Context: an optimization exercise on an open-source flow, tuned for small area and a short achievable clock period. The choices shown serve that exercise and are no tape-out recipe. In this exercise RTL edits were held to simulation tests only and were not proved equivalent to the original. No activity file was given, so power comes from the tool's default toggle rates.

## flow/config.mk

```make
export PLATFORM = sky130hd
export DESIGN_NAME = FPU_top
export DESIGN_NICKNAME = FPU_top
export VERILOG_FILES = /design/flow/design.v
export SDC_FILE = /design/flow/constraint.sdc
export NUM_CORES = 4
export LEC_CHECK = 0
export CAP_MARGIN = 20
export CORE_MARGIN = 2
export CORE_UTILIZATION = 40
export PLACE_DENSITY = 0.6
export SLEW_MARGIN = 20
```

## flow/constraint.sdc

```tcl
create_clock -name core_clock -period 15.0 [get_ports {i_clk}]
set_input_delay 3.0000 -clock core_clock [delete_from_list [all_inputs] [get_ports {i_clk}]]
set_output_delay 3.0000 -clock core_clock [all_outputs]
set_load 0.01 [all_outputs]
```

## flow/design.v

```verilog
module CLA_4bit (
    input  logic [3:0]  a,
    input  logic [3:0]  b,
    input  logic        cin,
    output logic [3:0]  sum,
    output logic        o_p,
    output logic        o_g
);
    logic [3:0] w_g, w_p;
    logic [3:0] w_c;
    assign w_g = a & b;
    assign w_p = a ^ b;
        assign w_c[0] = cin;
        assign w_c[1] = w_g[0] | (w_p[0] & w_c[0]);
        assign w_c[2] = w_g[1] | (w_p[1] & w_g[0]) | (w_p[1] & w_p[0] & w_c[0]);
        assign w_c[3] = w_g[2] | (w_p[2] & w_g[1]) | (w_p[2] & w_p[1] & w_g[0]) | (w_p[2] & w_p[1] & w_p[0] & w_c[0]);
    assign sum = w_p ^ w_c;
    assign o_p = &w_p;
    assign o_g = w_g[3] | (w_p[3] & w_g[2]) | (w_p[3] & w_p[2] & w_g[1]) | (w_p[3] & w_p[2] & w_p[1] & w_g[0]) | (w_p[3] & w_p[2] & w_p[1] & w_p[0] & w_c[0]);
endmodule
module CLA_8bit(
    input  logic        i_carry,
    input  logic [7:0]  i_data_a,
    input  logic [7:0]  i_data_b,
    output logic [7:0]  o_sum,
    output logic        o_carry
);
    logic [1:0] w_P, w_G;
    logic w_C;
    CLA_4bit CLA_4BIT_UNIT_0 (
        .a      (i_data_a[3:0]),
        .b      (i_data_b[3:0]),
        .cin    (i_carry),
        .sum    (o_sum[3:0]),
        .o_p    (w_P[0]),
        .o_g    (w_G[0])
    );
    assign w_C = w_G[0] | (w_P[0] & i_carry);
    CLA_4bit CLA_4BIT_UNIT_1 (
        .a      (i_data_a[7:4]),
        .b      (i_data_b[7:4]),
        .cin    (w_C),
        .sum    (o_sum[7:4]),
        .o_p    (w_P[1]),
        .o_g    (w_G[1])
    );
    assign o_carry = w_G[1] | (w_P[1] & (w_G[0] | (w_P[0] & i_carry)));
endmodule
module CLA_28bit(
    input logic         i_carry,
    input logic [27:0]  i_data_a,
    input logic [27:0]  i_data_b,
    output logic [27:0] o_sum,
    output logic        o_carry
);
logic [7:0] w_c;
logic [6:0] w_p;
logic [6:0] w_g;
genvar i;
generate
    assign w_c[0] = i_carry;
    CLA_4bit CLA_4BIT_UNIT_0 (
        .a      (i_data_a[3:0]),
        .b      (i_data_b[3:0]),
        .cin    (w_c[0]),
        .sum    (o_sum[3:0]),
        .o_p    (w_p[0]),
        .o_g    (w_g[0])
    );
    assign w_c[1] = w_g[0] | (w_p[0] & w_c[0]);
    for (i = 1; i < 7; i = i + 1) begin : CLA_BLOCK_GEN
        CLA_4bit CLA_4BIT_UNIT_1 (
            .a      (i_data_a[(i*4)+3 : i*4]),
            .b      (i_data_b[(i*4)+3 : i*4]),
            .cin    (w_c[i]),
            .sum    (o_sum[(i*4)+3 : i*4]),
            .o_p    (w_p[i]),
            .o_g    (w_g[i])
        );        
        assign w_c[i+1] = w_g[i] | (w_p[i] & w_c[i]);
    end
endgenerate
assign o_carry = w_c[7];
endmodule
module COMP_2bit(
    input  logic [1:0] i_data_a,
    input  logic [1:0] i_data_b,
    output logic       o_less,
    output logic       o_equal
);
    assign o_less  = ((~(i_data_a[1] | i_data_a[0])) & i_data_b[0]) | (~i_data_a[0] & (i_data_b[1] & i_data_b[0])) | (~i_data_a[1] & i_data_b[1]);
    assign o_equal = ~|(i_data_a ^ i_data_b);
endmodule
module COMP_4bit(
    input  logic [3:0] i_data_a,
    input  logic [3:0] i_data_b,
    output logic       o_less,
    output logic       o_equal
);
    logic w_less_low, w_equal_low;
    logic w_less_high, w_equal_high;
    COMP_2bit u_low (
        .i_data_a (i_data_a[1:0]),
        .i_data_b (i_data_b[1:0]),
        .o_less   (w_less_low),
        .o_equal  (w_equal_low)
    );
    COMP_2bit u_high (
        .i_data_a (i_data_a[3:2]),
        .i_data_b (i_data_b[3:2]),
        .o_less   (w_less_high),
        .o_equal  (w_equal_high)
    );
    assign o_less  = w_less_high | (w_equal_high & w_less_low);
    assign o_equal = w_equal_high & w_equal_low;
endmodule
module COMP_8bit (
    input  logic [7:0] i_data_a,
    input  logic [7:0] i_data_b,
    output logic                 o_less
);
    logic w_less_low, w_equal_low;
    logic w_less_high, w_equal_high;
    COMP_4bit u_low (
        .i_data_a (i_data_a[3:0]),
        .i_data_b (i_data_b[3:0]),
        .o_less   (w_less_low),
        .o_equal  (w_equal_low)
    );
    COMP_4bit u_high (
        .i_data_a (i_data_a[7:4]),
        .i_data_b (i_data_b[7:4]),
        .o_less   (w_less_high),
        .o_equal  (w_equal_high)
    );
    assign o_less = w_less_high | (w_equal_high & w_less_low);
endmodule
module COMP_28bit (
    input  logic [27:0] i_data_a,
    input  logic [27:0] i_data_b,
    output logic                 o_less  
);
    logic w_less_0_0, w_less_0_1, w_less_0_2, w_less_0_3, w_less_0_4, w_less_0_5, w_less_0_6;
    logic w_equal_0_0, w_equal_0_1, w_equal_0_2, w_equal_0_3, w_equal_0_4, w_equal_0_5, w_equal_0_6;
    COMP_4bit u_i_data_0 (
        .i_data_a (i_data_a[3:0]),
        .i_data_b (i_data_b[3:0]),
        .o_less   (w_less_0_0),
        .o_equal  (w_equal_0_0)
    );
    COMP_4bit u_i_data_1 (
        .i_data_a (i_data_a[7:4]),
        .i_data_b (i_data_b[7:4]),
        .o_less   (w_less_0_1),
        .o_equal  (w_equal_0_1)
    );
    COMP_4bit u_i_data_2 (
        .i_data_a (i_data_a[11:8]),
        .i_data_b (i_data_b[11:8]),
        .o_less   (w_less_0_2),
        .o_equal  (w_equal_0_2)
    );
    COMP_4bit u_i_data_3 (
        .i_data_a (i_data_a[15:12]),
        .i_data_b (i_data_b[15:12]),
        .o_less   (w_less_0_3),
        .o_equal  (w_equal_0_3)
    );
    COMP_4bit u_i_data_4 (
        .i_data_a (i_data_a[19:16]),
        .i_data_b (i_data_b[19:16]),
        .o_less   (w_less_0_4),
        .o_equal  (w_equal_0_4)
    );
    COMP_4bit u_i_data_5 (
        .i_data_a (i_data_a[23:20]),
        .i_data_b (i_data_b[23:20]),
        .o_less   (w_less_0_5),
        .o_equal  (w_equal_0_5)
    );
    COMP_4bit u_i_data_6 (
        .i_data_a (i_data_a[27:24]),
        .i_data_b (i_data_b[27:24]),
        .o_less   (w_less_0_6),
        .o_equal  (w_equal_0_6)
    );
    assign o_less = w_less_0_6
                  | (w_equal_0_6 & w_less_0_5)
                  | (w_equal_0_6 & w_equal_0_5 & w_less_0_4)
                  | (w_equal_0_6 & w_equal_0_5 & w_equal_0_4 & w_less_0_3)
                  | (w_equal_0_6 & w_equal_0_5 & w_equal_0_4 & w_equal_0_3 & w_less_0_2)
                  | (w_equal_0_6 & w_equal_0_5 & w_equal_0_4 & w_equal_0_3 & w_equal_0_2 & w_less_0_1)
                  | (w_equal_0_6 & w_equal_0_5 & w_equal_0_4 & w_equal_0_3 & w_equal_0_2 & w_equal_0_1 & w_less_0_0);
endmodule
module EXP_swap (
    input logic [7:0]     i_data_a        ,
    input logic [7:0]     i_data_b        ,
    output logic                    o_compare       ,    
    output logic [7:0]    o_less_data     ,
    output logic [7:0]    o_greater_data  
);
COMP_8bit COMP_LESS_UNIT (
    .i_data_a       (i_data_a),
    .i_data_b       (i_data_b),
    .o_less         (o_compare)
);
always_comb begin
    o_less_data     = (o_compare) ? i_data_a : i_data_b;
    o_greater_data  = (o_compare) ? i_data_b : i_data_a;
end
endmodule
module EXP_sub (
    input logic [7:0]   i_data_a,
    input logic [7:0]   i_data_b,
    output logic [7:0]  o_sub        
);
logic [7:0] w_data_b;
assign w_data_b = ~(i_data_b);
CLA_8bit CLA_8BIT_UNIT (
    .i_carry    (1'b1),
    .i_data_a   (i_data_a),
    .i_data_b   (w_data_b),
    .o_sum      (o_sub),
    .o_carry    ()
);
endmodule
module MAN_swap (
    input logic [23:0]         i_man_a     ,
    input logic [23:0]         i_man_b     ,
    input logic                     i_compare   ,
    output logic [23:0]     o_man_max   ,
    output logic [23:0]     o_man_min   
);
assign o_man_max    = i_compare ? i_man_b : i_man_a;
assign o_man_min    = i_compare ? i_man_a : i_man_b;
endmodule
module MAN_swap_2 (
    input logic [27:0]         i_man_a     ,
    input logic [27:0]         i_man_b     ,
    input logic                     i_compare   ,
    output logic [27:0]     o_man_max   ,
    output logic [27:0]     o_man_min   
);
assign o_man_max    = i_compare ? i_man_b : i_man_a;
assign o_man_min    = i_compare ? i_man_a : i_man_b;
endmodule
module SHF_right_28bit (
    input  logic [4:0] i_shift_number,
    input  logic [27:0]  i_data, 
    output logic [27:0]  o_data
);
localparam  SIZE_SHIFT = 5 ;
localparam  SIZE_DATA  = 28;
    logic [SIZE_DATA-1:0] stage [SIZE_SHIFT:0];
    assign stage[0] = i_data;
    genvar i;
    generate
        for (i = 0; i < SIZE_SHIFT; i++) begin : GEN_SHIFT
            localparam SHIFT_AMT = (1 << i);
            always_comb begin
                if (i_shift_number[i])
                    stage[i+1] = { {SHIFT_AMT{1'b0}}, stage[i][SIZE_DATA-1:SHIFT_AMT] };
                else
                    stage[i+1] = stage[i];
            end
        end
    endgenerate
    assign o_data = stage[SIZE_SHIFT];
endmodule
module SHF_left_28bit (
    input  logic [4:0] i_shift_number,
    input  logic [27:0]  i_data, 
    output logic [27:0]  o_data
);
localparam  SIZE_DATA  = 28;
localparam  SIZE_SHIFT = 5 ;
    logic [SIZE_DATA-1:0] stage [SIZE_SHIFT:0];
    assign stage[0] = i_data;
    genvar i;
    generate
        for (i = 0; i < SIZE_SHIFT; i++) begin : GEN_SHIFT
            localparam SHIFT_AMT = (1 << i);
            always_comb begin
                if (i_shift_number[i])
                    stage[i+1] = { stage[i][SIZE_DATA-1-SHIFT_AMT:0], {SHIFT_AMT{1'b0}} };
                else
                    stage[i+1] = stage[i];
            end
        end
    endgenerate
    assign o_data = stage[SIZE_SHIFT];
endmodule
module SIGN_unit (
    input logic             i_add_sub       ,
    input logic             i_comp_man      ,
    input logic             i_sign_man_a    ,
    input logic             i_sign_man_b    ,
    output logic            o_sign_s        
);
assign o_sign_s = (~i_add_sub & i_sign_man_b & i_comp_man) | (i_add_sub & ~i_sign_man_b & i_comp_man) | (i_sign_man_a & ~i_comp_man);
endmodule
module MAN_ALU #(
    parameter NUM_OP    = 1 
)(
    input logic [NUM_OP-1:0]    i_fpu_op        ,
    input logic                 i_sign_a        ,
    input logic                 i_sign_b        ,
    input logic [27:0]  i_man_max       ,
    input logic [27:0]  i_man_min       ,
    output logic [27:0] o_man_alu       ,
    output logic                o_overflow       
);
logic w_i_carry;
logic [27:0] w_n_man_b;
logic [27:0] w_i_man_b;
logic w_overflow;
assign w_i_carry = i_fpu_op ? ~(i_sign_a ^ i_sign_b) : (i_sign_a ^ i_sign_b);
assign w_n_man_b = ~(i_man_min);
assign w_i_man_b = w_i_carry ? w_n_man_b : i_man_min;
CLA_28bit ALU_SUB_UNIT (
    .i_carry        (w_i_carry),
    .i_data_a       (i_man_max),
    .i_data_b       (w_i_man_b),
    .o_sum          (o_man_alu),
    .o_carry        (w_overflow)
);
assign o_overflow = w_i_carry ? 1'b0 : w_overflow;
endmodule
module LOPD_4bit(
    input logic [3:0]       i_data  ,
    output logic [1:0]      o_pos_one,
    output logic            o_zero_flag
);
assign o_zero_flag = ~(i_data[3]|i_data[2]|(i_data[1]|i_data[0])) ;
assign o_pos_one[1] = (i_data[0] | i_data[1])&(~i_data[2])&(~i_data[3]);
assign o_pos_one[0] = ((~i_data[3])&i_data[2]) | ((~i_data[3])&(~i_data[1])&(i_data[0]));
endmodule
module LOPD_8bit(
    input logic [7:0]       i_data  ,
    output logic [2:0]      o_pos_one,
    output logic            o_zero_flag
);
logic w_zero_flag_0;
logic [1:0] w_pos_one_0;
LOPD_4bit LOPD_4bit_unit_0 (
    .i_data         (i_data[3:0]),
    .o_pos_one      (w_pos_one_0),
    .o_zero_flag    (w_zero_flag_0)
);
logic w_zero_flag_1;
logic [1:0] w_pos_one_1;
LOPD_4bit LOPD_4bit_unit_1 (
    .i_data         (i_data[7:4]),
    .o_pos_one      (w_pos_one_1),
    .o_zero_flag    (w_zero_flag_1)
);
logic [2:0] w_o_pos_one;
assign o_zero_flag = w_zero_flag_0 & w_zero_flag_1;
assign w_o_pos_one[2] = w_zero_flag_1;
assign w_o_pos_one[1] = w_zero_flag_1 ? w_pos_one_0[1] : w_pos_one_1[1];
assign w_o_pos_one[0] = w_zero_flag_1 ? w_pos_one_0[0] : w_pos_one_1[0];
assign o_pos_one = o_zero_flag ? '0 : w_o_pos_one;
endmodule
module LOPD_16bit(
    input logic [15:0]       i_data  ,
    output logic [3:0]      o_pos_one,
    output logic            o_zero_flag
);
logic [2:0]         w_pos_one_0;  
logic               w_zero_flag_0;
LOPD_8bit LOPD_8bit_unit_0(
    .i_data         (i_data[7:0]),
    .o_pos_one      (w_pos_one_0),
    .o_zero_flag    (w_zero_flag_0)
);
logic [2:0]         w_pos_one_1;  
logic               w_zero_flag_1;
LOPD_8bit LOPD_8bit_unit_1(
    .i_data         (i_data[15:8]),
    .o_pos_one      (w_pos_one_1),
    .o_zero_flag    (w_zero_flag_1)
);
logic [3:0] w_o_pos_one;
assign o_zero_flag = w_zero_flag_0 & w_zero_flag_1;
assign w_o_pos_one[3] = w_zero_flag_1;
assign w_o_pos_one[2] = w_zero_flag_1 ? w_pos_one_0[2] : w_pos_one_1[2];
assign w_o_pos_one[1] = w_zero_flag_1 ? w_pos_one_0[1] : w_pos_one_1[1];
assign w_o_pos_one[0] = w_zero_flag_1 ? w_pos_one_0[0] : w_pos_one_1[0];
assign o_pos_one = o_zero_flag ? '0 : w_o_pos_one;
endmodule
module LOPD_24bit (
    input logic [23:0]     i_data          ,
    output logic [4:0]    o_one_position  ,
    output logic                    o_zero_flag      
);
logic [15:0]     LOPD16_i_data;
assign LOPD16_i_data = i_data[23:8];
logic [3:0]      LOPD16_o_pos_one;
logic            LOPD16_o_zero_flag;
LOPD_16bit LOPD_16bit_UNIT_MSB (
    .i_data             (LOPD16_i_data),
    .o_pos_one          (LOPD16_o_pos_one),
    .o_zero_flag        (LOPD16_o_zero_flag)
);
logic [7:0]      LOPD8_i_data;
assign LOPD8_i_data = i_data[7:0];
logic [2:0]      LOPD8_o_pos_one;
logic            LOPD8_o_zero_flag;
LOPD_8bit LOPD_8bit_UNIT_LSB (
    .i_data             (LOPD8_i_data),
    .o_pos_one          (LOPD8_o_pos_one),
    .o_zero_flag        (LOPD8_o_zero_flag)
);
logic [4:0]        w_o_one_position;
assign o_zero_flag         = LOPD16_o_zero_flag & LOPD8_o_zero_flag;
assign w_o_one_position[4] = LOPD16_o_zero_flag;
assign w_o_one_position[3] = LOPD16_o_zero_flag ? 1'b0               : LOPD16_o_pos_one[3];
assign w_o_one_position[2] = LOPD16_o_zero_flag ? LOPD8_o_pos_one[2] : LOPD16_o_pos_one[2];
assign w_o_one_position[1] = LOPD16_o_zero_flag ? LOPD8_o_pos_one[1] : LOPD16_o_pos_one[1];
assign w_o_one_position[0] = LOPD16_o_zero_flag ? LOPD8_o_pos_one[0] : LOPD16_o_pos_one[0];
assign o_one_position = o_zero_flag ? 5'b11111 : w_o_one_position;
endmodule
module EXP_adjust (
    input  logic                    i_overflow  ,
    input  logic                    i_underflow ,
    input  logic                    i_zero_flag ,
    input  logic [7:0]    i_lopd_value,
    input  logic [7:0]     i_exp_value ,
    output logic [7:0]     o_exp_result
);
logic [7:0] w_exp_result;
logic w_i_carry;
assign w_i_carry = ~(i_overflow | i_underflow);
logic [7:0] w_data_b;
assign w_data_b = i_overflow ? 8'b0000_0001 : (i_underflow ? '0 : ~(i_lopd_value));
CLA_8bit CLA_8BIT_UNIT (
    .i_carry    (w_i_carry),
    .i_data_a   (i_exp_value),
    .i_data_b   (w_data_b),
    .o_sum      (w_exp_result),
    .o_carry    ()
);
assign o_exp_result = i_zero_flag ? 8'h00 : w_exp_result;
endmodule
module NORMALIZATION_unit (
    input logic                     i_overflow      ,
    input logic                     i_zero_flag     ,
    input logic [4:0]     i_one_position  ,
    input logic [27:0]     i_mantissa      ,
    output logic [27:0]    o_mantissa       
);
logic [27:0] w_shift_left;
SHF_left_28bit  SHF_left_28bit_unit (
    .i_shift_number     (i_one_position),
    .i_data             (i_mantissa), 
    .o_data             (w_shift_left)
);
assign o_mantissa = i_zero_flag ? '0 : (i_overflow ? {1'b1, i_mantissa[27:1]} : (~i_mantissa[27] ? w_shift_left : i_mantissa) );
endmodule
module RND_add (
    input logic [23:0]     i_data  ,
    input logic                     i_carry ,
    output logic [23:0]    o_data  ,
    output logic                    o_carry  
);
    logic [23:0] w_carry;
    assign w_carry[0] = i_carry;
    genvar i;
    generate
        for (i = 1; i < 24; i++) begin : proc_propage_one
            assign w_carry[i] = (&i_data[i-1:0]) & w_carry[0];
        end
    endgenerate
    assign o_data = i_data ^ w_carry;
    assign o_carry = (&i_data) & w_carry[0];
endmodule
module ROUNDING_unit (
    input logic [27:0]          i_man           ,
    output logic [23:0]  o_man_result    ,
    output logic                        o_ov_flow       
);
localparam SIZE_MAN          = 28;
localparam SIZE_MAN_RESULT   = 24;
logic [SIZE_MAN_RESULT-1:0] w_man_temp;
assign w_man_temp = i_man[SIZE_MAN-1:SIZE_MAN-SIZE_MAN_RESULT];
logic w_guard_bit, w_round_bit, w_sticky_bit;
assign w_guard_bit = i_man[3];
assign w_round_bit = i_man[2];
assign w_sticky_bit= i_man[1] | i_man[0];
logic w_rounding_result;
assign w_rounding_result = (w_guard_bit & w_round_bit) | (w_round_bit & w_sticky_bit);
RND_add  INCREASE_ROUNDING (
    .i_data         (w_man_temp),
    .i_carry        (w_rounding_result),
    .o_data         (o_man_result),
    .o_carry        (o_ov_flow) 
);
endmodule
module PSC_unit(
    input logic                     i_add_sub   ,
    input logic                     i_sign_a    ,
    input logic [7:0]               i_exp_a     ,
    input logic [23:0]              i_man_a     ,
    input logic                     i_sign_b    ,
    input logic [7:0]               i_exp_b     ,
    input logic [23:0]              i_man_b     ,
    output logic                    o_sel_exp   ,
    output logic [1:0]              o_sel_man    
);
logic w_E_one_A, w_E_one_B;
logic w_M_zero_A, w_M_zero_B;
assign w_E_one_A    = &i_exp_a;
assign w_E_one_B    = &i_exp_b;
assign w_M_zero_A   = ~|i_man_a[22:0];
assign w_M_zero_B   = ~|i_man_b[22:0];
assign o_sel_exp = (~i_sign_b & w_E_one_B & ~w_M_zero_B) | (~i_sign_a & w_E_one_A & ~w_M_zero_A) | (w_E_one_A & w_M_zero_A & w_E_one_B & w_M_zero_B);
assign o_sel_man[1] = (~i_sign_b & w_E_one_B & ~w_M_zero_B) | (~i_sign_a & w_E_one_A & ~w_M_zero_A & ~i_sign_b) | (~i_add_sub & ~i_sign_a & w_E_one_A & ~w_M_zero_A & ~w_M_zero_B) | (~i_add_sub & ~i_sign_a & w_E_one_A & w_E_one_B & w_M_zero_B) | (~i_sign_a & w_E_one_A & ~w_M_zero_A & w_E_one_B) | (~i_sign_a & w_E_one_A & ~i_sign_b & w_E_one_B) | (i_add_sub & i_sign_a & w_E_one_A & w_M_zero_A & i_sign_b & w_E_one_B & w_M_zero_B);
assign o_sel_man[0] = (~i_add_sub & ~i_sign_a & w_E_one_A & w_M_zero_A & ~i_sign_b & w_E_one_B & w_M_zero_B) | (~i_add_sub & i_sign_a & w_E_one_A & w_M_zero_A & i_sign_b & w_E_one_B & w_M_zero_B) | (i_add_sub & ~i_sign_a & w_E_one_A & w_M_zero_A & i_sign_b & w_E_one_B & w_M_zero_B) | (i_add_sub & i_sign_a & w_E_one_A & w_M_zero_A & ~i_sign_b & w_E_one_B & w_M_zero_B);
endmodule
module FPU_unit #(
    parameter NUM_OP    = 1
)(
    input logic [NUM_OP-1:0]    i_add_sub       ,
    input logic [31:0]          i_32_a          ,
    input logic [31:0]          i_32_b          ,
    output logic [31:0]         o_32_s          ,
    output logic                o_ov_flag       ,
    output logic                o_un_flag        
);
logic w_sign_a, w_sign_b;
logic [7:0] w_exponent_a, w_exponent_b;
logic [23:0] w_mantissa_a, w_mantissa_b;
assign w_sign_a = i_32_a[31];
assign w_sign_b = i_32_b[31];
assign w_exponent_a = i_32_a[30:23];
assign w_exponent_b = i_32_b[30:23]; 
assign w_mantissa_a = {1'b1, i_32_a[22:0]};
assign w_mantissa_b = {1'b1, i_32_b[22:0]};
logic w_sign_result;
logic [7:0] w_exponent_result;
logic [23:0] w_mantissa_result;
logic w_EXPSWAP_compare;
logic [7:0] w_EXPSWAP_max, w_EXPSWAP_min;
logic [7:0] w_EXPSUB_diff_value;
logic [23:0] w_MAN_SWAP1_max, w_MAN_SWAP1_min;
logic [27:0] w_MAN_SHF_RIGHT_min, w_MAN_SHF_RIGHT_max;
logic w_MAN_COMP_28BIT_less;
logic w_MAN_PRE_SWAP_BY_MAN_compara;
logic [27:0] w_MAN_PRE_SWAP_BY_MAN_max,      w_MAN_PRE_SWAP_BY_MAN_min;
logic [27:0] w_MAN_ALU_man;
logic        w_MAN_ALU_overflow;
logic [4:0] w_LOPD_24BIT_one_position;
logic       w_LOPD_24BIT_zero_flag;
logic [7:0] w_EXP_ADJUST_result;
logic [27:0] w_NORMALIZATION_man;
logic [23:0] w_ROUNDING_man;
logic        w_ROUNDING_ov_flow;
logic                    PSC_o_sel_exp;
logic [1:0]              PSC_o_sel_man;
EXP_swap EXP_SWAP_UNIT (
    .i_data_a           (w_exponent_a),
    .i_data_b           (w_exponent_b),
    .o_compare          (w_EXPSWAP_compare),    
    .o_less_data        (w_EXPSWAP_min),
    .o_greater_data     (w_EXPSWAP_max) 
);
EXP_sub  EXP_SUB_UNIT(
    .i_data_a           (w_EXPSWAP_max),
    .i_data_b           (w_EXPSWAP_min),
    .o_sub              (w_EXPSUB_diff_value)
);
 MAN_swap MAN_PRE_SWAP_BY_EXPONENT_UNIT (
    .i_man_a            (w_mantissa_a),
    .i_man_b            (w_mantissa_b),
    .i_compare          (w_EXPSWAP_compare),
    .o_man_max          (w_MAN_SWAP1_max),
    .o_man_min          (w_MAN_SWAP1_min)
);
assign w_MAN_SHF_RIGHT_max = {w_MAN_SWAP1_max, 4'b0};
SHF_right_28bit  SHF_RIGHT_28BIT_UNIT (
    .i_shift_number     (w_EXPSUB_diff_value[4:0]),
    .i_data             ({w_MAN_SWAP1_min, 4'b0}), 
    .o_data             (w_MAN_SHF_RIGHT_min)
);
COMP_28bit MAN_COMP_28BIT_UNIT (
    .i_data_a           (w_MAN_SHF_RIGHT_max),
    .i_data_b           (w_MAN_SHF_RIGHT_min),
    .o_less             (w_MAN_COMP_28BIT_less)
);
assign w_MAN_PRE_SWAP_BY_MAN_compara = w_MAN_COMP_28BIT_less;
MAN_swap_2  MAN_PRE_SWAP_BY_MAN_UNIT (
    .i_man_a            (w_MAN_SHF_RIGHT_max),   
    .i_man_b            (w_MAN_SHF_RIGHT_min),   
    .i_compare          (w_MAN_PRE_SWAP_BY_MAN_compara),
    .o_man_max          (w_MAN_PRE_SWAP_BY_MAN_max),
    .o_man_min          (w_MAN_PRE_SWAP_BY_MAN_min)
);
SIGN_unit SIGN_OUT(
    .i_add_sub       (i_add_sub),
    .i_comp_man      (w_MAN_COMP_28BIT_less | w_EXPSWAP_compare),
    .i_sign_man_a    (w_sign_a),
    .i_sign_man_b    (w_sign_b),
    .o_sign_s        (w_sign_result) 
);
MAN_ALU #(
    .NUM_OP         (NUM_OP)
) MAN_ALU_UNIT (
    .i_fpu_op           (i_add_sub),
    .i_sign_a           (w_sign_a),
    .i_sign_b           (w_sign_b),
    .i_man_max          (w_MAN_PRE_SWAP_BY_MAN_max),
    .i_man_min          (w_MAN_PRE_SWAP_BY_MAN_min),
    .o_man_alu          (w_MAN_ALU_man),
    .o_overflow         (w_MAN_ALU_overflow)
);
LOPD_24bit LOPD_24BIT_UNIT (
    .i_data             (w_MAN_ALU_man[27:4]),
    .o_one_position     (w_LOPD_24BIT_one_position),
    .o_zero_flag        (w_LOPD_24BIT_zero_flag)
);
EXP_adjust EXP_ADJUST_UNIT (
    .i_overflow         (o_ov_flag),
    .i_underflow        (w_MAN_ALU_man[27]),
    .i_zero_flag        (w_LOPD_24BIT_zero_flag),
    .i_lopd_value       ({3'b0, w_LOPD_24BIT_one_position}),
    .i_exp_value        (w_EXPSWAP_max),
    .o_exp_result       (w_EXP_ADJUST_result)
);
NORMALIZATION_unit NORMALIZATION_UNIT (
    .i_overflow         (w_MAN_ALU_overflow),
    .i_zero_flag        (w_LOPD_24BIT_zero_flag),
    .i_one_position     (w_LOPD_24BIT_one_position),
    .i_mantissa         (w_MAN_ALU_man),
    .o_mantissa         (w_NORMALIZATION_man) 
);
ROUNDING_unit ROUNDING_UNIT (
    .i_man              (w_NORMALIZATION_man),
    .o_man_result       (w_ROUNDING_man),
    .o_ov_flow          (w_ROUNDING_ov_flow)
);
PSC_unit PSC_UNIT(
    .i_add_sub          (i_add_sub),
    .i_sign_a           (w_sign_a),
    .i_exp_a            (w_exponent_a),
    .i_man_a            (w_mantissa_a),
    .i_sign_b           (w_sign_b),
    .i_exp_b            (w_exponent_b),
    .i_man_b            (w_mantissa_b),
    .o_sel_exp          (PSC_o_sel_exp),
    .o_sel_man          (PSC_o_sel_man) 
);
assign w_exponent_result = PSC_o_sel_exp ? 8'hFF : w_EXP_ADJUST_result; 
Mux_4_to_1 SEL_MANTISSA_FOR_RESULT (
    .i_sel          (PSC_o_sel_man),
    .i_data_00      (w_ROUNDING_man),
    .i_data_01      (24'h000000),
    .i_data_10      (24'h000001),
    .i_data_11      (w_ROUNDING_man),
    .o_data         (w_mantissa_result) 
);
assign o_32_s = {w_sign_result, w_exponent_result, w_mantissa_result[22:0]};
assign o_ov_flag = w_MAN_ALU_overflow | w_ROUNDING_ov_flow;
assign o_un_flag = ~w_MAN_ALU_man[27];
endmodule
module Mux_4_to_1 (
    input logic [1:0]               i_sel    ,
    input logic [23:0]     i_data_00,
    input logic [23:0]     i_data_01,
    input logic [23:0]     i_data_10,
    input logic [23:0]     i_data_11,
    output logic [23:0]    o_data    
);
logic [23:0] w_o_data;
always_comb begin : proc_mux_4_to_1
    case (i_sel)
        2'b00: 
            w_o_data = i_data_00;
        2'b01:
            w_o_data = i_data_01;
        2'b10:
            w_o_data = i_data_10;
        2'b11:
            w_o_data = i_data_11; 
        default: 
            w_o_data = i_data_00;
    endcase
end
assign o_data = w_o_data;
endmodule
module FPU_top  #(
    parameter NUM_OP    = 1
)(
    input logic                 i_clk           ,
    input logic                 i_rst_n         ,
    input logic [NUM_OP-1:0]    i_add_sub       ,
    input logic [31:0]          i_32_a          ,
    input logic [31:0]          i_32_b          ,
    output logic [31:0]         o_32_s          ,
    output logic                o_ov_flag       ,
    output logic                o_un_flag
);
logic        w_sa, w_sb, w_sbe, w_eff_sub;
logic [7:0]  w_ea, w_eb;
logic [22:0] w_fa, w_fb;
logic [4:0]  w_dab;
logic [4:0]  w_dba;
logic        w_exp_lt;
logic [4:0]  w_shamt;
logic        w_sh0, w_f_lt, w_f_gt, w_swap2, w_sign, w_near;
logic [7:0]  w_emax;
logic [22:0] w_big, w_small;
logic        w_sel_exp;
logic [1:0]  w_sel_man;
assign w_sa = i_32_a[31];
assign w_sb = i_32_b[31];
assign w_ea = i_32_a[30:23];
assign w_eb = i_32_b[30:23];
assign w_fa = i_32_a[22:0];
assign w_fb = i_32_b[22:0];
assign w_sbe     = w_sb ^ i_add_sub[0];
assign w_eff_sub = w_sa ^ w_sbe;
assign w_dab    = w_ea[4:0] - w_eb[4:0];
assign w_dba    = w_eb[4:0] - w_ea[4:0];
assign w_shamt  = w_exp_lt ? w_dba : w_dab;
logic [7:0] w_e_gt [3:0];
logic [7:0] w_e_lt [3:0];
assign w_e_gt[0] = w_ea & ~w_eb;
assign w_e_lt[0] = ~w_ea & w_eb;
genvar gi;
generate
    for (gi = 0; gi < 3; gi++) begin : GEN_ECMP
        for (genvar gj = 0; gj < (4 >> gi); gj++) begin : GEN_ECMP_NODE
            assign w_e_gt[gi+1][gj] = w_e_gt[gi][2*gj+1] | (~w_e_lt[gi][2*gj+1] & w_e_gt[gi][2*gj]);
            assign w_e_lt[gi+1][gj] = w_e_lt[gi][2*gj+1] | (~w_e_gt[gi][2*gj+1] & w_e_lt[gi][2*gj]);
        end
        assign w_e_gt[gi+1][7:(4 >> gi)] = '0;
        assign w_e_lt[gi+1][7:(4 >> gi)] = '0;
    end
endgenerate
assign w_exp_lt = w_e_lt[3][0];
assign w_emax   = w_exp_lt ? w_eb : w_ea;
assign w_sh0    = (w_ea[4:0] == w_eb[4:0]);
assign w_f_lt   = w_fa < w_fb;
assign w_f_gt   = w_fb < w_fa;
assign w_big    = w_exp_lt ? w_fb : w_fa;
assign w_small  = w_exp_lt ? w_fa : w_fb;
assign w_swap2  = w_eff_sub & w_sh0 & (w_exp_lt ? w_f_gt : w_f_lt);
assign w_sign   = (w_exp_lt | (w_sh0 & w_f_lt)) ? w_sbe : w_sa;
assign w_near   = w_eff_sub & ((w_dab == 5'd0) | (w_exp_lt ? (w_dab == 5'd31) : (w_dab == 5'd1)));
PSC_unit PSC_UNIT(
    .i_add_sub          (i_add_sub[0]),
    .i_sign_a           (w_sa),
    .i_exp_a            (w_ea),
    .i_man_a            ({1'b1, w_fa}),
    .i_sign_b           (w_sb),
    .i_exp_b            (w_eb),
    .i_man_b            ({1'b1, w_fb}),
    .o_sel_exp          (w_sel_exp),
    .o_sel_man          (w_sel_man)
);
logic [22:0] r_big, r_small;
logic [4:0]  r_shamt;
logic [7:0]  r_emax;
logic        r_sign, r_eff_sub, r_swap2, r_near, r_sh0n, r_sh0, r_sel_exp;
logic [1:0]  r_sel_man;
always_ff @( posedge i_clk ) begin
    r_big       <= w_big;
    r_small     <= w_small;
    r_shamt     <= w_shamt;
    r_emax      <= w_emax;
    r_sign      <= w_sign;
    r_eff_sub   <= w_eff_sub;
    r_swap2     <= w_swap2;
    r_near      <= w_near;
    r_sh0n      <= ~w_shamt[0];
    r_sh0       <= w_shamt[0];
    r_sel_exp   <= w_sel_exp;
    r_sel_man   <= w_sel_man;
end
logic [27:0] w_A, w_Bf;
logic [27:0] w_sh [5:0];
logic [27:0] w_Rf, w_Nf;
logic        w_coutf, w_ovf, w_zerof, w_rndf, w_rnd_ovf;
logic [7:0]  w_expf;
assign w_A = {1'b1, r_big, 4'b0};
assign w_sh[0] = {1'b1, r_small, 4'b0} ^ {28{r_eff_sub}};
generate
    for (gi = 0; gi < 5; gi++) begin : GEN_RSHIFT
        assign w_sh[gi+1] = r_shamt[gi] ? {{(1<<gi){r_eff_sub}}, w_sh[gi][27:(1<<gi)]} : w_sh[gi];
    end
endgenerate
assign w_Bf = w_sh[5];
assign {w_coutf, w_Rf} = {1'b0, w_A} + {1'b0, w_Bf} + {28'd0, r_eff_sub};
assign w_ovf   = ~r_eff_sub & w_coutf;
assign w_zerof = ~|w_Rf[27:4];
assign w_Nf = w_ovf ? {1'b1, w_Rf[27:1]} : (w_Rf[27] ? w_Rf : {w_Rf[26:0], 1'b0});
assign w_rndf    = ~w_zerof & w_Nf[2] & (w_Nf[3] | w_Nf[1] | w_Nf[0]);
assign w_rnd_ovf = w_rndf & (&w_Nf[27:4]);
always_comb begin
    if (w_zerof)                  w_expf = 8'h00;
    else if (w_ovf | w_rnd_ovf)   w_expf = r_emax + 8'd1;
    else if (w_Rf[27])            w_expf = r_emax;
    else                          w_expf = r_emax - 8'd1;
end
logic [27:0] w_Bn, w_Sn, w_Rn, w_Nn;
logic [4:0]  w_lz;
logic        w_zeron;
logic [7:0]  w_expn;
assign w_Bn[27:14] = r_sh0n ? {1'b1, r_small[22:10]} : {1'b0, 1'b1, r_small[22:11]};
assign w_Bn[13:0]  = r_sh0  ? {r_small[10:0], 3'b0} : {r_small[9:0], 4'b0};
assign w_Sn = w_A + ~w_Bn + {27'd0, ~r_swap2};
assign w_Rn = w_Sn ^ {28{r_swap2}};
logic [31:0] w_lzd_in;
assign w_lzd_in = {w_Rn[27:4], 8'hFF};
logic [15:0] w_v1;  logic [15:0] w_p1;
logic [7:0]  w_v2;  logic [1:0]  w_p2 [7:0];
logic [3:0]  w_v3;  logic [2:0]  w_p3 [3:0];
logic [1:0]  w_v4;  logic [3:0]  w_p4 [1:0];
generate
    for (gi = 0; gi < 16; gi++) begin : GEN_LZ1
        assign w_v1[gi] = w_lzd_in[2*gi+1] | w_lzd_in[2*gi];
        assign w_p1[gi] = ~w_lzd_in[2*gi+1];
    end
    for (gi = 0; gi < 8; gi++) begin : GEN_LZ2
        assign w_v2[gi] = w_v1[2*gi+1] | w_v1[2*gi];
        assign w_p2[gi] = w_v1[2*gi+1] ? {1'b0, w_p1[2*gi+1]} : {1'b1, w_p1[2*gi]};
    end
    for (gi = 0; gi < 4; gi++) begin : GEN_LZ3
        assign w_v3[gi] = w_v2[2*gi+1] | w_v2[2*gi];
        assign w_p3[gi] = w_v2[2*gi+1] ? {1'b0, w_p2[2*gi+1]} : {1'b1, w_p2[2*gi]};
    end
    for (gi = 0; gi < 2; gi++) begin : GEN_LZ4
        assign w_v4[gi] = w_v3[2*gi+1] | w_v3[2*gi];
        assign w_p4[gi] = w_v3[2*gi+1] ? {1'b0, w_p3[2*gi+1]} : {1'b1, w_p3[2*gi]};
    end
endgenerate
assign w_lz    = w_v4[1] ? {1'b0, w_p4[1]} : {1'b1, w_p4[0]};
assign w_zeron = ~|w_Rn[27:4];
logic [27:0] w_ls [5:0];
assign w_ls[5] = w_Rn;
generate
    for (gi = 4; gi >= 0; gi--) begin : GEN_LSHIFT
        assign w_ls[gi] = w_lz[gi] ? {w_ls[gi+1][27-(1<<gi):0], {(1<<gi){1'b0}}} : w_ls[gi+1];
    end
endgenerate
assign w_Nn = w_ls[0];
assign w_expn = w_zeron ? 8'd24 : r_emax;
logic [22:0] w_man_pre;
logic        w_rnd_sel, w_ov_flag, w_un_flag;
logic [7:0]  w_exp;
always_comb begin
    case (r_sel_man)
        2'b01:   begin w_man_pre = 23'd0; w_rnd_sel = 1'b0;  end
        2'b10:   begin w_man_pre = 23'd1; w_rnd_sel = 1'b0;  end
        default: begin
            w_man_pre = r_near ? w_Nn[26:4] : w_Nf[26:4];
            w_rnd_sel = ~r_near & w_rndf;
        end
    endcase
end
assign w_exp     = r_sel_exp ? 8'hFF : (r_near ? w_expn : w_expf);
logic [4:0]  w_lzq;
assign w_lzq     = (r_near & ~r_sel_exp) ? w_lz : 5'd0;
logic w_c8, w_c16, w_rnd_ok;
assign w_rnd_ok = ~r_near & ~r_sel_man[0] & ~r_sel_man[1] | ~r_near & r_sel_man[0] & r_sel_man[1];
assign w_c8  = w_rnd_ok & w_rndf & (&w_Nf[11:4]);
assign w_c16 = w_rnd_ok & w_rndf & (&w_Nf[19:4]);
assign w_ov_flag = ~r_near & (w_ovf | w_rnd_ovf);
assign w_un_flag = r_near ? ~w_Rn[27] : ~w_Rf[27];
logic        q_sign, q_rnd, q_c8, q_c16;
logic [7:0]  q_exp;
logic [4:0]  q_lz;
logic [22:0] q_man;
always_ff @( posedge i_clk or negedge i_rst_n ) begin
    if(~i_rst_n) begin
        q_sign              <= '0;
        q_exp               <= '0;
        q_lz                <= '0;
        q_man               <= '0;
        q_rnd               <= '0;
        q_c8                <= '0;
        q_c16               <= '0;
        o_ov_flag           <= '0;
        o_un_flag           <= '0;
    end else begin
        q_sign              <= r_sign;
        q_exp               <= w_exp;
        q_lz                <= w_lzq;
        q_man               <= w_man_pre;
        q_rnd               <= w_rnd_sel;
        q_c8                <= w_c8;
        q_c16               <= w_c16;
        o_ov_flag           <= w_ov_flag;
        o_un_flag           <= w_un_flag;
    end
end
logic [22:0] w_inc;
generate
    for (gi = 0; gi < 23; gi++) begin : GEN_INC
        localparam int B = (gi / 8) * 8;
        logic w_cb;
        if (gi < 8)       assign w_cb = q_rnd;
        else if (gi < 16) assign w_cb = q_c8;
        else              assign w_cb = q_c16;
        if (gi == B) assign w_inc[gi] = w_cb;
        else         assign w_inc[gi] = w_cb & (&q_man[gi-1:B]);
    end
endgenerate
logic [7:0] w_exp_out;
logic [5:0] w_elo;
assign w_elo     = {1'b0, q_exp[4:0]} - {1'b0, q_lz};
assign w_exp_out = {w_elo[5] ? q_exp[7:5] - 3'd1 : q_exp[7:5], w_elo[4:0]};
assign o_32_s = {q_sign, w_exp_out, q_man ^ w_inc};
endmodule
```

## flow/flow/run.sh

```bash
#!/bin/bash
set -euo pipefail
bash standard.sh SETUP_SLACK_MARGIN=9.8 "BUFFER_PORTS_ARGS=-buffer_cell sky130_fd_sc_hd__buf_2" finish > standard_flow.log 2>&1
```

## flow/standard.sh

```bash
#!/bin/bash
# synth_recipe.tcl (not shown) runs the flow's synth.tcl, then flattens the netlist and writes it again
# the make line also repeats each setting of config.mk as NAME=value (left out here)
make -C /OpenROAD-flow-scripts/flow DESIGN_CONFIG=/design/flow/config.mk WORK_HOME=/design/flow/orfs CLKGATE_MAP_FILE= SYNTH_SCRIPT=/design/flow/synth_recipe.tcl "${@:-finish}"
```

==> notes.md, run 1 <==
Die X-Extent=187 um; post-synth cell types=93; power per cell area=201 mW/mm^2; Area Overhead vs Synth=33.1%; Slew HR=29.1%; YS warnings=8; worst-case reg-to-reg path depth=27; syn nets=1934; effective utilization at floorplan=40.4%; clock latency on the worst-skew pair=380 ps; clk buf depth=2; min-delay src=r_sign; Worst R2R End=q_exp[7]; DR vias=15000; Post-synth ARST share=38.5%; Die ar.=0.0351 sq mm; HPWL after detailed placement=36.2 mm; Core Util, Final=53.7%; Via density=6.28; Setup WS pre-CTS=7370 ps; critical path launch point=r_shamt[0]; design area=0.0179 sq mm; Root Buffer=clkbuf_16; core area=0.0333 sq mm; EDFF count, synth=0; #FFs+latches synth=109; H-Tree Level Count=3; worst hold-check path type=register to register; reg2reg setup slack=8750 ps; Worst Path Max Fanout=7; first-pass GRT wire length=78.7 mm; Worst Setup End Kind=register; commonest non-fill, non-tap cell in the layout=nand2_1; Top Ports=101; Worst Slack Setup Final=8750 ps; CTS clk-pin slew, worst paths=80 ps; critical path class=register to register; Remaining DRCs=0; status=finished clean; Final Slew Violations=0; Area after DPL=0.0143 sq mm; GR Util All Layers=28.3%; drt pass-1 iters=6; clk_skew=10.6 ps; fin nets=2105; wirelength, routed=52.9 mm; number of DRC markers in iteration 0=1798; post-synthesis sequential area ratio=17.8%; vias in the first global route=13700; crit share post-route=41.7%; Port Buffer Count=100; worst reg2reg path startpoint=r_shamt[0]; post-DR wirelength/cell=22.1 um; Die Ht=187 um; CP Capture Point=q_exp[7]; Syn Std Cell Area=0.0134 sq mm; CTS Sinks=109; cells after synthesis=1770; ANT nets after route=0; Req. time, crit path=15270 ps; final hold vios=0; Final TNS setup=0 ps; Critical Path Start Type=register; Max VDD drop=0.102 mV; gp weighted congestion=0.955; hold_buf cts=0; Pleak=0.00745 uW; predominant post-synthesis flop cell=dfxtp_1; CTS tree=done; worst-margin pin slew=1060 ps; minimum clock period after layout=6250 ps; final setup violating endpoints=0; most frequent cells in the layout=nand2_1 (170), nor2_1 (122), buf_4 (108); syn_area_per_cell=7.59 sq um; number of inserted diodes=0; unrepaired setup endpoints after global routing=true; GR Overflow Total=0; pin count of the biggest net entering global routing=44; CP Data Arrival Time=6520 ps; Max-Cap Viols=0; fmax=160 MHz; Cell Rows=67; initial antenna violation count=0; cts bufs inserted=9; fraction of layout cells with a size suffix above 1=31.2%
==> metrics by stage <==
| stage | instances | power [uW] | hold slack, ps |
|---|---|---|---|
| final | 2394 | 3590 | 337 |
| after global routing | 2394 | 3780 | 349 |
| after CTS | 2342 | 3190 | 337 |
| after detailed placement | 2230 | 2540 | 320 |
| after global placement | 2230 | 2530 | 320 |
| after floorplan | 1770 | 1980 | 316 |
==> Yosys cell counts, types with 25 or more instances <==
cell type	n	share of area [%]
inv_1	88	2.5
mux2_2	38	3.2
nand4_1	30	1.4
mux2i_1	89	6.6
xnor2_1	83	5.4
nor2_1	133	3.7
clkbuf_1	71	2.0
ha_1	94	8.8
nor4_1	25	1.2
nand3_1	41	1.5
dfrtp_1	42	7.8
a21o_1	31	1.7
a21oi_1	140	5.2
nor3_1	33	1.2
nand2_1	182	5.1
dfxtp_1	67	10
o21ai_0	132	4.9
o211ai_1	27	1.5
xor2_1	52	3.4
==> layer usage <==
| metal | vias up | GRT usage [%] | share of wire, % |
|---|---|---|---|
| li1 | 6852 | - | - |
| met1 | 7114 | 37.0 | 41 |
| met2 | 828 | 45.4 | 45 |
| met3 | 230 | 4.41 | 8.1 |
| met4 | 0 | 14.0 | 6.5 |
| met5 | - | 0 | 0 |
==> worst max-delay path: stages (launching register included) <==
cell	delay, ps
dfxtp_4	450
buf_6	150
mux4_2	530
xnor2_1	180
nor2_1	70
a21oi_2	150
nand2_1	90
o21ai_2	120
a21oi_2	100
ha_4	270
buf_6	130
nand4_1	180
buf_4	180
nor2_4	40
a31oi_4	180
o211ai_1	140
a31oi_1	310
o31a_1	330
xnor2_2	120
buf_12	170
clkbuf_16	160
o21a_1	210
a221o_1	340
nor4_4	400
a31oi_4	170
or4_4	460
a31o_1	230
a221o_1	300
==> report_power, final <==
| part | internal (uW) | total (uW) | switching (uW) |
|---|---|---|---|
| registers | 361 | 434 | 72.1 |
| logic | 1220 | 2910 | 1690 |
| clock network | 133 | 254 | 121 |
==> worst min-delay path by stage <==
stage                     slack, ps  cells past startpoint  endpoint
after floorplan                 320                      0    q_sign
after global placement          320                      0    q_sign
after detailed placement        320                      0    q_sign
after CTS                       340                      0    q_sign
after global routing            350                      0    q_sign
final                           340                      0    q_sign
==> state kept, by name, summed over array words and instances, names as in the netlist <==
| name | count |
|---|---|
| q_rnd | 1 |
| r_eff_sub | 1 |
| q_lz | 5 |
| r_swap2 | 1 |
| r_emax | 8 |
| q_sign | 1 |
| q_c16 | 1 |
| q_exp | 8 |
| r_sel_man | 2 |
| r_sel_exp | 1 |
| r_small | 23 |
| r_sh0n | 1 |
| q_man | 23 |
| r_shamt | 5 |
| o_ov_flag | 1 |
| r_sign | 1 |
| q_c8 | 1 |
| o_un_flag | 1 |
| r_near | 1 |
| r_big | 23 |
==> final cells by class <==
class / instances / area, sq um
clock inverter: 7 / 91.3
multi-input combinational: 1474 / 11900
tap: 448 / 561
timing repair buffer: 257 / 2330
sequential: 109 / 2410
fill: 3065 / 15400
inverter: 90 / 368
clock buffer: 9 / 225
==> timing repair <==
action,in CTS,in global routing
gates resized for setup,217,179
setup endpoints to repair,99,96
gates cloned,13,10
pin swaps,71,57
buffers inserted,83,42
==> cells by family (layout without fill, tap and decap cells) <==
group / Yosys count / count (layout) / share of synthesized area [%]
XOR/XNOR: 136 / 136 / 8.93
adder cells (fa/ha/maj): 100 / 100 / 9.43
buffers and inverters: 192 / 363 / 5.78
AND/OR/NAND/NOR: 563 / 563 / 20.4
flip-flops: 109 / 109 / 17.8
multiplexers: 140 / 140 / 11.8
AO/OA/AOI/OAI: 530 / 535 / 25.8
==> run 2: changes to the inputs <==
--- a/flow/config.mk
+++ b/flow/config.mk
@@ -5,6 +5,7 @@
 export SDC_FILE = /design/flow/constraint.sdc
 export NUM_CORES = 4
 export LEC_CHECK = 0
+export ABC_AREA = 1
 export CAP_MARGIN = 20
 export CORE_MARGIN = 2
 export CORE_UTILIZATION = 40
==> notes.md, run 2 <==
Syn Std Cell Area=0.0132 sq mm (-1.5%); Port Buffer Count=100 (unchanged); CP Data Arrival Time=5300 ps (-1220 ps); WHS Path Cells=0 (unchanged); Max-Cap Viols=0 (unchanged); Cell Rows=66 (-1.5%); worst reg2reg path startpoint=r_shamt[0]; effective utilization at floorplan=40.7% (+0.32 points); GR Util All Layers=27.7% (-0.62 points); CTS Sinks=109 (unchanged); DR vias=15200 (+1.3%); critical path launch point=i_32_a[2]; post-DR wirelength/cell=17.6 um (-20%); predominant post-synthesis flop cell=dfxtp_1; Area contributors post-synth=nand2_1 (18%), dfxtp_1 (10%), nand3_1 (10%); Worst Slack Setup Final=9940 ps (+1200 ps); Critical Path Start Type=input pin; power per cell area=203 mW/mm^2 (+0.80%); Top Ports=101 (unchanged); crit-path cells=buf_2 > inv_1 > ha_1 > a21oi_1 > o21ai_0 > a21oi_1 > nor2_1 > o21a_1 > o21a_1 > o21ai_0 > o2111a_1 > o21ai_1 > a21oi_1 > a21oi_1 > nor2_1 > a21oi_1; status=finished clean; Worst Setup End Kind=register; worst hold-check path type=register to register; Die Ht=186 um (-0.72%); drt pass-1 iters=6 (unchanged); min-delay src=r_sign; unrepaired setup endpoints after global routing=false; critical path class=input pin to register; initial antenna violation count=0 (unchanged); post-synth cell types=57 (-39%); vias in the first global route=13900 (+0.95%); clock latency on the worst-skew pair=370 ps (about the same); H-Tree Level Count=3 (unchanged); minimum clock period after layout=5060 ps (-1200 ps); #FFs+latches synth=109 (unchanged); CP top delay family=compound AO/OA/AOI/OAI gates; gp weighted congestion=1.00 (+4.7%); footprint of the multi-input gates=0.00979 sq mm (-18%); Worst Path Max Fanout=3 (-4); most frequent cells in the layout=nand2_1 (625), nand3_1 (265), inv_1 (235); most numerous cell in the Yosys netlist=nand2_1; Pleak=0.00746 uW (about the same); EDFF count, synth=0 (unchanged); commonest non-fill, non-tap cell in the layout=nand2_1; post-synthesis sequential area ratio=18.1% (+0.27 points); WP buf/inv=2 (-3); Die X-Extent=186 um (-0.72%); syn_area_per_cell=5.88 sq um (-22%); syn nets=2414 (+25%); fmax=198 MHz (+24%); ANT nets after route=0 (unchanged); CTS clk-pin slew, worst paths=80 ps (about the same); Max VDD drop=0.0997 mV (-2.3%); crit share post-route=33.7% (-8.0 points); worst-case reg-to-reg path depth=31 (+15%); slowest CP cell=ha_1; synth cell count leaders=nand2_1 (631), nand3_1 (266), inv_1 (240); wirelength, routed=48.5 mm (-8.4%); final setup violating endpoints=0 (unchanged); first-pass GRT wire length=74.3 mm (-5.7%); HPWL after detailed placement=39.2 mm (+8.2%); Via density=5.52 (-12%); fin nets=2473 (+17%); Worst path depth=16 (-41%); Final Slew Violations=0 (unchanged); pin count of the biggest net entering global routing=94 (+110%); final hold vios=0 (unchanged); number of inserted diodes=0 (unchanged); Setup WS pre-CTS=8820 ps (+1450 ps); cts bufs inserted=9 (unchanged); Req. time, crit path=15250 ps (-20 ps); GR Overflow Total=0 (unchanged); number of DRC markers in iteration 0=1632 (-9.2%); Max stage delay on crit path=300 ps (-230 ps); Area Overhead vs Synth=12.1%; Final TNS setup=0 ps (unchanged); Remaining DRCs=0 (unchanged); clk_skew=13.0 ps (+2.37 ps); Post-synth ARST share=38.5% (unchanged); Yosys top cell by area=nand2_1; Yosys top cell area share=17.9% (+7.9 points); cells after synthesis=2250 (+27%); fraction of layout cells with a size suffix above 1=10.4% (-21 points); Die ar.=0.0345 sq mm (-1.4%); Area after DPL=0.0139 sq mm (-2.7%); Slew HR=40.9% (+12 points); clk buf depth=2 (unchanged); Root Buffer=clkbuf_16; Register Area=0.00241 sq mm (+0.31%); design area=0.0148 sq mm (-17%); biggest regs=q_man x23, r_big x23, r_small x23; critical path's most frequent cell=a21oi_1; core area=0.0325 sq mm (-2.2%); Fill cells=3565 (+16%); CTS tree=done; YS warnings=8 (unchanged); worst-margin pin slew=887 ps (-175 ps)
run 2: cell families (layout without fill, tap and decap cells):
family | after synthesis | count (layout) | synth area share (%)
simple gates | 1209 | 1212 | 39.0
compound gates | 399 | 399 | 16.7
buf+inv | 339 | 400 | 10.5
flops | 109 | 109 | 18.1
fa+ha+maj | 97 | 97 | 9.34
xor+xnor | 97 | 97 | 6.42
run 2: what timing repair did:
action                     CTS  global route
resized for setup           29           103
pin swaps                    0            14
setup endpoints to repair   41            41
hold buffers                 0             0
buffers inserted             4            14
gates cloned                 3             6
run 2: power breakdown:
group / internal, uW / switching [uW]
logic: 758 / 1570
registers: 371 / 75.6
clock network: 116 / 116
total: 1240 / 1760
run 2: metrics by stage:
stage	instances	hold WS [ps]	util (%)	total power, uW
after floorplan	2250	316	-	1990
after detailed placement	2713	364	42.7	2570
final	2756	363	45.6	3010
after global placement	2713	358	42.7	2580
after CTS	2736	377	44.0	2840
after global routing	2756	371	45.6	3280
run 2: layout make-up:
type / count / share of cell area (%)
Timing Repair inverter: 4 / 0.202
Clock buffer: 10 / 1.54
Inverter: 254 / 6.74
Multi-Input combinational cell: 1805 / 66.0
Sequential cell: 109 / 16.3
Tap cell: 442 / 3.73
Clock inverter: 6 / 0.371
Timing Repair Buffer: 126 / 5.18
run 2: path summary, 6_finish.rpt:
kind / to / slack (ps)
max in group asynchronous: q_lz[1] / 11690
setup reg to reg: q_exp[5] / 10070
hold / removal: q_sign / 360
hold reg to reg: q_sign / 360
min in group asynchronous: q_man[6] / 2760
setup / recovery: r_sign / 9940
run 2: per-layer routing:
| layer | GRT usage (%) | vias to the layer above | share of wire, % |
|---|---|---|---|
| li1 | - | 7539 | - |
| met2 | 44.8 | 640 | 44 |
| met5 | 0 | - | 0 |
| met3 | 3.27 | 131 | 7.3 |
| met4 | 11.4 | 0 | 4.3 |
| met1 | 37.2 | 6913 | 44 |
run 2: worst register-to-register path: cells and delay by family, from the launching register on:
kind | cells | cell delay, ps
buffers and inverters | 5 | 750
AND/OR/NAND/NOR | 18 | 1960
flip-flops | 1 | 400
AO/OA/AOI/OAI | 7 | 1460
adder cells (fa/ha/maj) | 1 | 310
==> run 3: changes to the inputs <==
--- a/flow/config.mk
+++ b/flow/config.mk
@@ -8,6 +8,6 @@
 export ABC_AREA = 1
 export CAP_MARGIN = 20
 export CORE_MARGIN = 2
-export CORE_UTILIZATION = 40
-export PLACE_DENSITY = 0.6
+export CORE_UTILIZATION = 45
+export PLACE_DENSITY = 0.7
 export SLEW_MARGIN = 20
==> notes.md, run 3 <==
most frequent cells in the layout=nand2_1 (625), nand3_1 (265), inv_1 (236); CTS Sinks=109 (unchanged); Root Buffer=clkbuf_16; slowest CP cell=dfrtp_1; crit-path cells=ha_1 > a21oi_1 > o21ai_1 > a21oi_1 > o21bai_2 > nor2_1 > xor2_1 > buf_2; WP buf/inv=1 (-1); Pleak=0.00749 uW (+0.38%); DR vias=15400 (+1.0%); initial antenna violation count=0 (unchanged); final hold vios=0 (unchanged); Post-synth ARST share=38.5% (unchanged); Remaining DRCs=0 (unchanged); Die Ht=175 um (-5.6%); crit share post-route=33.8% (+0.12 points); effective utilization at floorplan=45.9% (+5.2 points); GR Util All Layers=30.4% (+2.7 points); final setup violating endpoints=0 (unchanged); critical path class=register to primary output; fraction of layout cells with a size suffix above 1=10.5% (+0.050 points); minimum clock period after layout=5070 ps (+18.1 ps); number of DRC markers in iteration 0=1766 (+8.2%); synth cell count leaders=nand2_1 (631), nand3_1 (266), inv_1 (240); Worst Setup End Kind=primary output; HPWL after detailed placement=38.4 mm (-1.9%); sw frac=58.3% (-0.26 points); Area Overhead vs Synth=11.7%; worst-case reg-to-reg path depth=35 (+13%); Max-Cap Viols=0 (unchanged); fmax=197 MHz (-0.36%); Register Area=0.00241 sq mm (-0.10%); cells after synthesis=2250 (unchanged); Core Util, Final=51.2% (+5.6 points); GR Overflow Total=0 (unchanged); Final TNS setup=0 ps (unchanged); Worst Slack Setup Final=9930 ps (-18.1 ps); syn nets=2414 (unchanged); CTS clk-pin slew, worst paths=70 ps (about the same); Die ar.=0.0308 sq mm (-11%); Setup WS pre-CTS=8830 ps (+1.43 ps); most numerous cell in the Yosys netlist=nand2_1; Slew HR=42.2% (+1.3 points); Worst Path Max Fanout=4 (+1); Int Power=1270 uW (+1.6%); H-Tree Level Count=3 (unchanged); Max VDD drop=0.0850 mV (-15%); Syn Std Cell Area=0.0132 sq mm (unchanged); post-synthesis sequential area ratio=18.1% (unchanged); unrepaired setup endpoints after global routing=true; Critical Path Start Type=register; combinational share of power=77.3% (about the same); Die X-Extent=175 um (-5.6%); #FFs+latches synth=109 (unchanged); clock latency on the worst-skew pair=370 ps (about the same); Worst path depth=8 (-8); Yosys top cell by area=nand2_1; WHS Path Cells=0 (unchanged); first-pass GRT wire length=74.5 mm (+0.38%); Final Slew Violations=0 (unchanged); Fill cells=3091 (-13%); CP Data Arrival Time=2070 ps (-3230 ps); number of inserted diodes=0 (unchanged); gp weighted congestion=1.04 (+3.5%); hold_buf cts=0 (unchanged); drt pass-1 iters=8 (+2); Clock Power Share=8.0% (+0.3 points); Area contributors post-synth=nand2_1 (18%), dfxtp_1 (10%), nand3_1 (10%); Req. time, crit path=12000 ps (-3250 ps); CP top delay family=compound AO/OA/AOI/OAI gates; clk_skew=13.6 ps (+0.612 ps); predominant post-synthesis flop cell=dfxtp_1; clk buf depth=2 (unchanged); status=finished clean; critical path's most frequent cell=a21oi_1; Port Buffer Count=100 (unchanged); post-DR wirelength/cell=17.7 um (+0.65%); EDFF count, synth=0 (unchanged); Top Ports=101 (unchanged); post-synth cell types=57 (unchanged); ANT nets after route=0 (unchanged); fin nets=2481 (+0.32%); pin count of the biggest net entering global routing=94 (unchanged); CTS tree=done; vias in the first global route=14100 (+1.9%); Net Switching=1770 uW (+0.52%); syn_area_per_cell=5.88 sq um (unchanged); core area=0.0289 sq mm (-11%); YS warnings=8 (unchanged); cts bufs inserted=9 (unchanged); Via density=5.68 (+2.9%); Seq pwr share=14.7% (-0.2 points); footprint of the multi-input gates=0.00975 sq mm (-0.36%); Yosys top cell area share=17.9% (unchanged); total chip power=3030 uW (+0.98%); Max stage delay on crit path=410 ps (+110 ps); wirelength, routed=47.9 mm (-1.2%); power per cell area=205 mW/mm^2 (+1.3%); Cell Rows=62 (-6.1%); worst-margin pin slew=860 ps (-27.2 ps); commonest non-fill, non-tap cell in the layout=nand2_1; biggest regs=q_man x23, r_big x23, r_small x23; worst hold-check path type=register to register
run 3: cell count changes in the layout (fill, tap and decap cells not counted), sizes merged:
cell and delta:
buf +8, clkbuf -2, nand3 +2, bufinv +1
clkinv -1
run 3: power groups by stage:
stage | registers [uW] | logic [uW] | clock network, uW
6_report | 447 | 2350 | 242
2_1_floorplan | 411 | 1580 | 0
5_1_grt | 454 | 2590 | 260
4_1_cts | 443 | 2160 | 247
3_3_place_gp | 446 | 2120 | 0
3_5_place_dp | 447 | 2120 | 0
run 3: path summary, 6_finish.rpt:
path | start | endpoint | slack [ps]
max | q_exp[2] | o_32_s[30] | 9930
min | r_sign | q_sign | 360
max reg2reg | r_eff_sub | q_exp[1] | 10110
min reg2reg | r_sign | q_sign | 360
max in group asynchronous | i_rst_n | q_exp[2] | 11710
min in group asynchronous | i_rst_n | q_man[6] | 2740
run 3: layer usage:
metal  share of wire [%]  GRT usage [%]
met5                   0              0
met4                 4.4           12.8
met3                 9.6           5.17
met2                  43           48.4
met1                  43           40.5
run 3: final cells by class:
class                      instances  area share, %
clock buffer                       9           1.52
inverter                         254           6.75
sequential                       109           16.3
clock inverter                     7          0.499
tap                              384           3.25
timing repair inverter             3          0.152
timing repair buffer             133           5.55
multi-input combinational       1807           66.0
run 3: cell families after synthesis:
logic type	Yosys count	share of synthesized area (%)
buffers and inverters	339	10.5
adders and majority gates	97	9.34
AOI/OAI and AO/OA	399	16.7
DFF	109	18.1
xor gates and xnor gates	97	6.42
and+or+nand+nor	1209	39.0
run 3: metrics by stage:
step           hold slack [ps]  instance area [sq um]  instances
3_5_place_dp               363                  13800       2656
6_report                   358                  14800       2706
5_1_grt                    370                  14800       2706
4_1_cts                    368                  14300       2677
3_3_place_gp               357                  13800       2656
2_1_floorplan              316                  13200       2250
run 3: what timing repair did:
item                                    4_1_cts  5_1_grt
buffers inserted                              2       22
endpoints found under the setup margin       40       40
cloned                                        3        7
pin swaps                                     0       10
gates resized for setup                      31       82
==> run 4: changes to the inputs <==
==> flow/flow/run.sh (replaced) <==
#!/bin/bash
set -euo pipefail
bash standard.sh SETUP_SLACK_MARGIN=9.7 "BUFFER_PORTS_ARGS=-buffer_cell sky130_fd_sc_hd__buf_2" finish > standard_flow.log 2>&1
--- a/flow/config.mk
+++ b/flow/config.mk
@@ -8,6 +8,6 @@
 export ABC_AREA = 1
 export CAP_MARGIN = 20
 export CORE_MARGIN = 2
-export CORE_UTILIZATION = 45
-export PLACE_DENSITY = 0.7
+export CORE_UTILIZATION = 40
+export PLACE_DENSITY = 0.6
 export SLEW_MARGIN = 20
==> notes.md, run 4 <==
clock latency on the worst-skew pair=370 ps (about the same); Area Overhead vs Synth=11.0%; Slew HR=34.7% (-7.5 points); fmax=197 MHz (-0.19%); Seq pwr share=15.0% (+0.3 points); CTS clk-pin slew, worst paths=80 ps (about the same); Port Buffer Count=100 (unchanged); Int Power=1220 uW (-3.2%); Worst Setup End Kind=primary output; Top Ports=101 (unchanged); Die X-Extent=186 um (+5.9%); unrepaired setup endpoints after global routing=false; EDFF count, synth=0 (unchanged); Post-synth ARST share=38.5% (unchanged); footprint of the multi-input gates=0.00968 sq mm (-0.78%); Die Ht=186 um (+5.9%); sw frac=58.7% (+0.35 points); Fill cells=3556 (+15%); #FFs+latches synth=109 (unchanged); Worst Path Max Fanout=4 (unchanged); clk buf depth=2 (unchanged); synth cell count leaders=nand2_1 (631), nand3_1 (266), inv_1 (240); fraction of layout cells with a size suffix above 1=9.82% (-0.64 points); WP buf/inv=1 (unchanged); wirelength, routed=48.1 mm (+0.28%); syn nets=2414 (unchanged); critical path class=register to primary output; Pleak=0.00742 uW (-0.86%); CP Data Arrival Time=2080 ps (about the same); most frequent cells in the layout=nand2_1 (625), nand3_1 (265), inv_1 (236); crit-path cells=ha_1 > nand2_1 > o21ai_0 > a21oi_1 > o21bai_2 > nor2_1 > xor2_1 > buf_2; number of inserted diodes=0 (unchanged); CTS tree=done; reg2reg setup slack=9970 ps (-140 ps); most numerous cell in the Yosys netlist=nand2_1; CP Capture Point=o_32_s[30]; final hold vios=0 (unchanged); Max-Cap Viols=0 (unchanged); Yosys top cell by area=nand2_1; predominant post-synthesis flop cell=dfxtp_1; Clock Power Share=7.8% (-0.2 points); biggest regs=q_man x23, r_big x23, r_small x23; pin count of the biggest net entering global routing=94 (unchanged); combinational share of power=77.1% (-0.2 points); minimum clock period after layout=5080 ps (+9.91 ps); CP top delay family=compound AO/OA/AOI/OAI gates; syn_area_per_cell=5.88 sq um (unchanged); Yosys top cell area share=17.9% (unchanged); Max VDD drop=0.0986 mV (+16%); hold_ws=367 ps (+9.00 ps); GR Util All Layers=27.6% (-2.7 points); crit share post-route=33.9% (+0.066 points); post-synthesis sequential area ratio=18.1% (unchanged); Final TNS setup=0 ps (unchanged); Syn Std Cell Area=0.0132 sq mm (unchanged); effective utilization at floorplan=40.7% (-5.2 points); number of DRC markers in iteration 0=1634 (-7.5%); worst hold-check path type=register to register; HPWL after detailed placement=39.2 mm (+2.0%); Net Switching=1740 uW (-1.8%); cells after synthesis=2250 (unchanged); GR Overflow Total=0 (unchanged); gp weighted congestion=1.00 (-3.4%); Die ar.=0.0345 sq mm (+12%); Critical Path Start Type=register; commonest non-fill, non-tap cell in the layout=nand2_1; Max stage delay on crit path=370 ps (-40 ps); Setup WS pre-CTS=8820 ps (-1.43 ps); critical path launch point=q_exp[2]; Req. time, crit path=12000 ps (about the same); vias in the first global route=13900 (-1.9%); H-Tree Level Count=3 (unchanged); Register Area=0.00241 sq mm (-0.16%); Remaining DRCs=0 (unchanged); Cell Rows=66 (+6.5%); status=finished clean; clk_skew=13.1 ps (-0.490 ps); final setup violating endpoints=0 (unchanged); Core Util, Final=45.1% (-6.1 points); Root Buffer=clkbuf_16; worst-margin pin slew=971 ps (+111 ps); initial antenna violation count=0 (unchanged); post-DR wirelength/cell=17.5 um (-1.4%); CTS Sinks=109 (unchanged); Worst path depth=8 (unchanged); worst reg2reg path startpoint=r_eff_sub; Area contributors post-synth=nand2_1 (18%), dfxtp_1 (10%), nand3_1 (10%); total chip power=2960 uW (-2.4%); Worst Slack Setup Final=9920 ps (-9.91 ps); worst-case reg-to-reg path depth=33 (-5.7%); YS warnings=8 (unchanged); drt pass-1 iters=6 (-2); fin nets=2470 (-0.44%); cts bufs inserted=9 (unchanged); power per cell area=202 mW/mm^2 (-1.7%); slowest CP cell=dfrtp_1; core area=0.0325 sq mm (+13%); Worst R2R End=q_exp[5]; post-synth cell types=57 (unchanged); ANT nets after route=0 (unchanged); Via density=5.52 (-2.9%); DR vias=15200 (-1.2%); Final Slew Violations=0 (unchanged); first-pass GRT wire length=74.2 mm (-0.49%)
==> run 4: worst reg2reg max path, delay by kind of cell (launching register included) <==
family / cells / cell delay [ps]
AOI/OAI and AO/OA: 9 / 1610
adders and majority gates: 1 / 370
buffers and inverters: 5 / 810
DFF: 1 / 430
and+or+nand+nor: 18 / 1740
==> run 4: kinds of logic (layout without fill, tap and decap cells) <==
kind of cell               count (synthesis)  in the layout  share of synthesized area (%)
xor gates and xnor gates                  97             97                           6.42
and+or+nand+nor                         1209           1211                           39.0
adders and majority gates                 97             97                           9.34
buffers and inverters                    339            398                           10.5
AOI/OAI and AO/OA                        399            399                           16.7
DFF                                      109            109                           18.1
==> run 4: worst min path at each step <==
stage / startpoint / to / slack [ps] / cells after the start
after floorplan: r_sign / q_sign / 320 / 0
final: r_sign / q_sign / 370 / 0
after detailed placement: r_sign / q_sign / 360 / 0
after global routing: r_sign / q_sign / 370 / 0
after CTS: r_sign / q_sign / 380 / 0
after global placement: r_sign / q_sign / 360 / 0
==> run 4: through the flow <==
step	area (sq um)	std cells
after detailed placement	13900	2713
after floorplan	13200	2250
after global routing	14700	2753
final	14700	2753
after CTS	14300	2734
after global placement	13900	2713
==> run 4: layer usage <==
metal  share of wire (%)  vias up  global-route usage (%)
li1                    -     7529                       -
met1                  44     6925                    37.1
met2                  44      632                    44.8
met3                 7.7      113                    3.40
met4                 4.1        0                    11.4
met5                   0        -                       0
==> run 4: cell type report <==
| class | instances | area share [%] |
|---|---|---|
| Tap cell | 442 | 3.77 |
| Multi-Input combinational cell | 1804 | 65.9 |
| Timing Repair inverter | 4 | 0.187 |
| Clock inverter | 6 | 0.375 |
| Clock buffer | 10 | 1.56 |
| Inverter | 254 | 6.84 |
| Timing Repair Buffer | 124 | 4.98 |
| Sequential cell | 109 | 16.4 |
==> run 4: power groups by stage <==
stage / Combinational [uW] / Sequential, uW / Clock, uW
global placement: 2130 / 446 / 0
floorplan: 1580 / 411 / 0
finish: 2280 / 445 / 232
CTS: 2150 / 442 / 240
detailed placement: 2130 / 446 / 0
global route: 2540 / 452 / 249
==> run 4: repair_timing <==
action                                  CTS  global route
cloned                                    3             4
hold buffers                              0             0
hold endpoints to repair                  0             0
resized for setup                        24            77
endpoints found under the setup margin   38            42
pin swaps                                 0             7
buffers inserted                          2            15
